From an optimization exercise on the open Yosys and OpenROAD flow, aimed at small area and a short achievable clock period; shortcuts taken in it are not production practice. The RTL was checked by simulation tests, not by an equivalence proof against the original design. No activity file was given, so power comes from the tool's default toggle rates.

==> exp/onyx <==
==> flow/design.v (excerpt) <==
module CPU(
	input logic clk,
	input logic [15:0] inM,
	input logic [15:0] instruction,
	input logic reset,
	output logic [15:0] outM,
	output logic writeM,
	output logic [14:0] addressM,
	output logic [14:0] pc
);
	logic [15:0] A, D;
	logic [14:0] PC;
	wire c  = instruction[15];
	wire am = instruction[12];
	wire zx = instruction[11];
	wire nx = instruction[10];
	wire zy = instruction[9];
	wire ny = instruction[8];
	wire f  = instruction[7];
	wire no = instruction[6];
	wire nxo = nx ^ no;
	wire nyo = ny ^ no;
	wire kn1 = ~(f | no);
	wire kd = ~zx;
	wire kA = ~am & ~zy;
	wire kM = am & ~zy;
	wire cinn = ~(f & no);
	logic dn0;
	logic xa0;
	logic x0;
	logic ymn0;
	logic ya0;
	logic y0;
	logic gn0;
	logic gfn0;
	logic pn0;
	logic q0;
	logic dn1;
	logic xa1;
	logic x1;
	logic ymn1;
	logic ya1;
	logic y1;
	logic gn1;
	logic gfn1;
	logic pn1;
	logic q1;
	logic dn2;
	logic xa2;
	logic x2;
	logic ymn2;
	logic ya2;
	logic y2;
	logic gn2;
	logic gfn2;
	logic pn2;
	logic q2;
	logic dn3;
	logic xa3;
	logic x3;
	logic ymn3;
	logic ya3;
	logic y3;
	logic gn3;
	logic gfn3;
	logic pn3;
	logic q3;
	logic dn4;
	logic xa4;
	logic x4;
	logic ymn4;
	logic ya4;
	logic y4;
	logic gn4;
	logic gfn4;
	logic pn4;
	logic q4;
	logic dn5;
	logic xa5;
	logic x5;
	logic ymn5;
	logic ya5;
	logic y5;
	logic gn5;
	logic gfn5;
	logic pn5;
	logic q5;
	logic dn6;
	logic xa6;
	logic x6;
	logic ymn6;
	logic ya6;
	logic y6;
	logic gn6;
	logic gfn6;
	logic pn6;
	logic q6;
	logic dn7;
	logic xa7;
	logic x7;
	logic ymn7;
	logic ya7;
	logic y7;
	logic gn7;
	logic gfn7;
	logic pn7;
	logic q7;
	logic dn8;
	logic xa8;
	logic x8;
	logic ymn8;
	logic ya8;
	logic y8;
	logic gn8;
	logic gfn8;
	logic pn8;
	logic q8;
	logic dn9;
	logic xa9;
	logic x9;
	logic ymn9;
	logic ya9;
	logic y9;
	logic gn9;
	logic gfn9;
	logic pn9;
	logic q9;
	logic dn10;
	logic xa10;
	logic x10;
	logic ymn10;
	logic ya10;
	logic y10;
	logic gn10;
	logic gfn10;
	logic pn10;
	logic q10;
	logic dn11;
	logic xa11;
	logic x11;
	logic ymn11;
	logic ya11;
	logic y11;
	logic gn11;
	logic gfn11;
	logic pn11;
  ...
Settings: LEC_CHECK=0, CAP_MARGIN=20, CORE_MARGIN=2, CORE_UTILIZATION=40, SETUP_SLACK_MARGIN=4.75, SLEW_MARGIN=20; clock period 12.5 ns.
standard.sh (not shown) runs the stock make flow with config.mk's settings and CLKGATE_MAP_FILE= SYNTH_SCRIPT=/design/flow/synth_recipe.tcl, a recipe that flattens the netlist after the stock synthesis.
==> flow/flow/run.sh <==
#!/bin/bash
# Layout flow: the standard ORFS flow (standard.sh) with two changes:
#  - synthesis maps the logic with the ABC script in flow/abc.script
#    (ORFS's synth.tcl otherwise unchanged; same -nofsm -noshare, flatten and renames)
#  - port buffers are sky130_fd_sc_hd__buf_1 instead of the default choice
set -euo pipefail
W=$PWD
sed "s#log_cmd abc {\*}\$abc_args#log_cmd abc {*}[lreplace \$abc_args 1 1 $W/flow/abc.script]#" \
  "$FLOW_HOME/scripts/synth.tcl" > "$W/synth_custom.tcl"
grep -q "flow/abc.script" "$W/synth_custom.tcl"
sed "s#\$::env(SCRIPTS_DIR)/synth.tcl#$W/synth_custom.tcl#" synth_recipe.tcl > "$W/synth_top.tcl"
grep -q "synth_custom.tcl" "$W/synth_top.tcl"
EXTRA=()
if [[ -f flow/make_args.txt ]]; then mapfile -t EXTRA < <(grep -v '^\s*$' flow/make_args.txt); fi
bash standard.sh SYNTH_SCRIPT="$W/synth_top.tcl" \
  "BUFFER_PORTS_ARGS=-buffer_cell sky130_fd_sc_hd__buf_1" "${EXTRA[@]}" finish > "$W/flow.log" 2>&1
==> flow/flow/abc.script <==
strash; dch; map -a; topo; stime -c
==> flow/flow/make_args.txt <==
SYNTH_KEEP_MODULES=hk_inv hk_and2 hk_nand2 hk_nor2 hk_nand3 hk_xor2 hk_xnor2 hk_aoi22 hk_aoi21 hk_oai21 hk_o22ai
CTS_ARGS=-sink_clustering_enable -repair_clock_nets -dont_use_dummy_load
CORE_UTILIZATION=55
PLACE_DENSITY=0.7
==> exp/delta (differences from exp/onyx) <==
==> flow/flow/make_args.txt (replaced) <==
SYNTH_KEEP_MODULES=hk_inv hk_and2 hk_nand2 hk_nor2 hk_nand3 hk_xor2 hk_xnor2 hk_aoi22 hk_aoi21 hk_oai21 hk_o22ai
CTS_ARGS=-sink_clustering_enable -repair_clock_nets -dont_use_dummy_load
CORE_UTILIZATION=70
PLACE_DENSITY=0.85
- SETUP_SLACK_MARGIN: 4.75 -> 4.5
==> exp/harbor (differences from exp/onyx) <==
==> flow/flow/make_args.txt (replaced) <==
SYNTH_KEEP_MODULES=hk_inv hk_and2 hk_nand2 hk_nor2 hk_nand3 hk_xor2 hk_xnor2 hk_aoi22 hk_aoi21 hk_oai21 hk_o22ai
CTS_ARGS=-sink_clustering_enable -repair_clock_nets -dont_use_dummy_load
DONT_USE_CELLS=sky130_fd_sc_hd__probe_p_8 sky130_fd_sc_hd__probec_p_8 sky130_fd_sc_hd__lpflow_bleeder_1 sky130_fd_sc_hd__lpflow_clkbufkapwr_1 sky130_fd_sc_hd__lpflow_clkbufkapwr_16 sky130_fd_sc_hd__lpflow_clkbufkapwr_2 sky130_fd_sc_hd__lpflow_clkbufkapwr_4 sky130_fd_sc_hd__lpflow_clkbufkapwr_8 sky130_fd_sc_hd__lpflow_clkinvkapwr_1 sky130_fd_sc_hd__lpflow_clkinvkapwr_16 sky130_fd_sc_hd__lpflow_clkinvkapwr_2 sky130_fd_sc_hd__lpflow_clkinvkapwr_4 sky130_fd_sc_hd__lpflow_clkinvkapwr_8 sky130_fd_sc_hd__lpflow_decapkapwr_12 sky130_fd_sc_hd__lpflow_decapkapwr_3 sky130_fd_sc_hd__lpflow_decapkapwr_4 sky130_fd_sc_hd__lpflow_decapkapwr_6 sky130_fd_sc_hd__lpflow_decapkapwr_8 sky130_fd_sc_hd__lpflow_inputiso0n_1 sky130_fd_sc_hd__lpflow_inputiso0p_1 sky130_fd_sc_hd__lpflow_inputiso1n_1 sky130_fd_sc_hd__lpflow_inputiso1p_1 sky130_fd_sc_hd__lpflow_inputisolatch_1 sky130_fd_sc_hd__lpflow_isobufsrc_1 sky130_fd_sc_hd__lpflow_isobufsrc_16 sky130_fd_sc_hd__lpflow_isobufsrc_2 sky130_fd_sc_hd__lpflow_isobufsrc_4 sky130_fd_sc_hd__lpflow_isobufsrc_8 sky130_fd_sc_hd__lpflow_isobufsrckapwr_16 sky130_fd_sc_hd__lpflow_lsbuf_lh_hl_isowell_tap_1 sky130_fd_sc_hd__lpflow_lsbuf_lh_hl_isowell_tap_2 sky130_fd_sc_hd__lpflow_lsbuf_lh_hl_isowell_tap_4 sky130_fd_sc_hd__lpflow_lsbuf_lh_isowell_4 sky130_fd_sc_hd__lpflow_lsbuf_lh_isowell_tap_1 sky130_fd_sc_hd__lpflow_lsbuf_lh_isowell_tap_2 sky130_fd_sc_hd__lpflow_lsbuf_lh_isowell_tap_4  sky130_fd_sc_hd__o21ai_0 sky130_fd_sc_hd__a21boi_0 sky130_fd_sc_hd__and2_0 sky130_fd_sc_hd__or2_0 sky130_fd_sc_hd__o311ai_0
- SETUP_SLACK_MARGIN: 4.75 -> 4.5
==> exp/nickel (differences from exp/onyx) <==
==> flow/flow/make_args.txt (replaced) <==
SYNTH_KEEP_MODULES=hk_inv hk_and2 hk_nand2 hk_nor2 hk_nand3 hk_xor2 hk_xnor2 hk_aoi22 hk_aoi21 hk_oai21 hk_o22ai
CTS_ARGS=-sink_clustering_enable -repair_clock_nets -dont_use_dummy_load
SETUP_MOVE_SEQUENCE=sizeup,swap
- SETUP_SLACK_MARGIN: 4.75 -> 5
==> qor summary <==
item	exp/onyx	exp/nickel	exp/harbor	exp/delta
Run status	timing/DRC/antenna clean	timing/DRC/antenna clean	timing/DRC/antenna clean	timing/DRC/antenna clean
Placement row count	28	33	33	25
Placed cell count	543	570	571	521
Number of optimization iterations in the first detailed-route pass	4	4	5	6
Final routed wirelength across all metal layers	8.433 mm	9.217 mm	8.841 mm	8.079 mm
Effective utilization at floorplan	0.5670	0.4102	0.4102	0.7160
Non-filler cells in the finished layout	555	575	588	529
DRT met1 WL	3.850 mm	4.022 mm	4.185 mm	3.273 mm
Max transition margin	0.5111	0.1527	0.4432	0.2183
Met3 Routed Length	414 µm	502 µm	472 µm	720 µm
Clk tree area frac	0.01764	0.01604	0.01738	0.01832
Internal Dissipation	0.4097 mW	0.4340 mW	0.4040 mW	0.3924 mW
Critical path depth in cells	12	11	14	12
Placement Setup Slack	4015 ps	4114 ps	4023 ps	3980 ps
Chip Width	81.89 µm	95.34 µm	95.34 µm	73.05 µm
Post-layout min period	7608 ps	7894 ps	7751 ps	7723 ps
Total Nets Final	517	507	520	512
Total of cells resized after clock tree synthesis	4	13	8	2
Area of all placed cells without fillers	3901 µm²	4289 µm²	3959 µm²	3756 µm²
Core footprint	5886 µm²	8134 µm²	8134 µm²	4661 µm²
Final HPWL DP	6.325 mm	6.596 mm	6.691 mm	6.089 mm
RSZ-0062 raised after global routing	true	true	false	false
Number of vias per cell after detailed routing	5.515	5.346	5.172	5.898
Vias after detailed routing	3061	3074	3041	3120
Net switching component of the power	0.3394 mW	0.3728 mW	0.3411 mW	0.3274 mW
Final critical-path share of the clock period	0.6087	0.6315	0.6201	0.6179
Fill cells	525	771	804	344

[static timing again, ports no longer ideal]
The flow's constraints put no driver on any port. The routed layouts listed below were extracted and timed again, unchanged, in two steps. Step 1 assumes that a clkbuf_16 drives the clock port and a buf_2 every other input. Step 2 adds t to the input delays and takes it off the output delays; t is the mean of the earliest and latest rising clock arrival at the registers after step 1. Input paths then give back, and output paths get back, about the clock's delay inside the block. Three values: ideal ports, drivers, drivers and shift; two values: the first two.
run	t (ns)	setup WS [ns]	worst setup path at the end
exp/onyx	0.328	4.892 / 4.856 / 4.856	input to output
exp/delta	0.319	4.777 / 4.745 / 4.745	input to output
exp/harbor	0.326	4.749 / 4.727 / 4.727	input to output
exp/nickel	0.324	4.606 / 4.542 / 4.542	input to output
After both steps every run listed still meets setup and hold. The setup slack of exp/nickel, which loses most, moves by -0.064 ns with the drivers and by -0.064 ns with both steps.
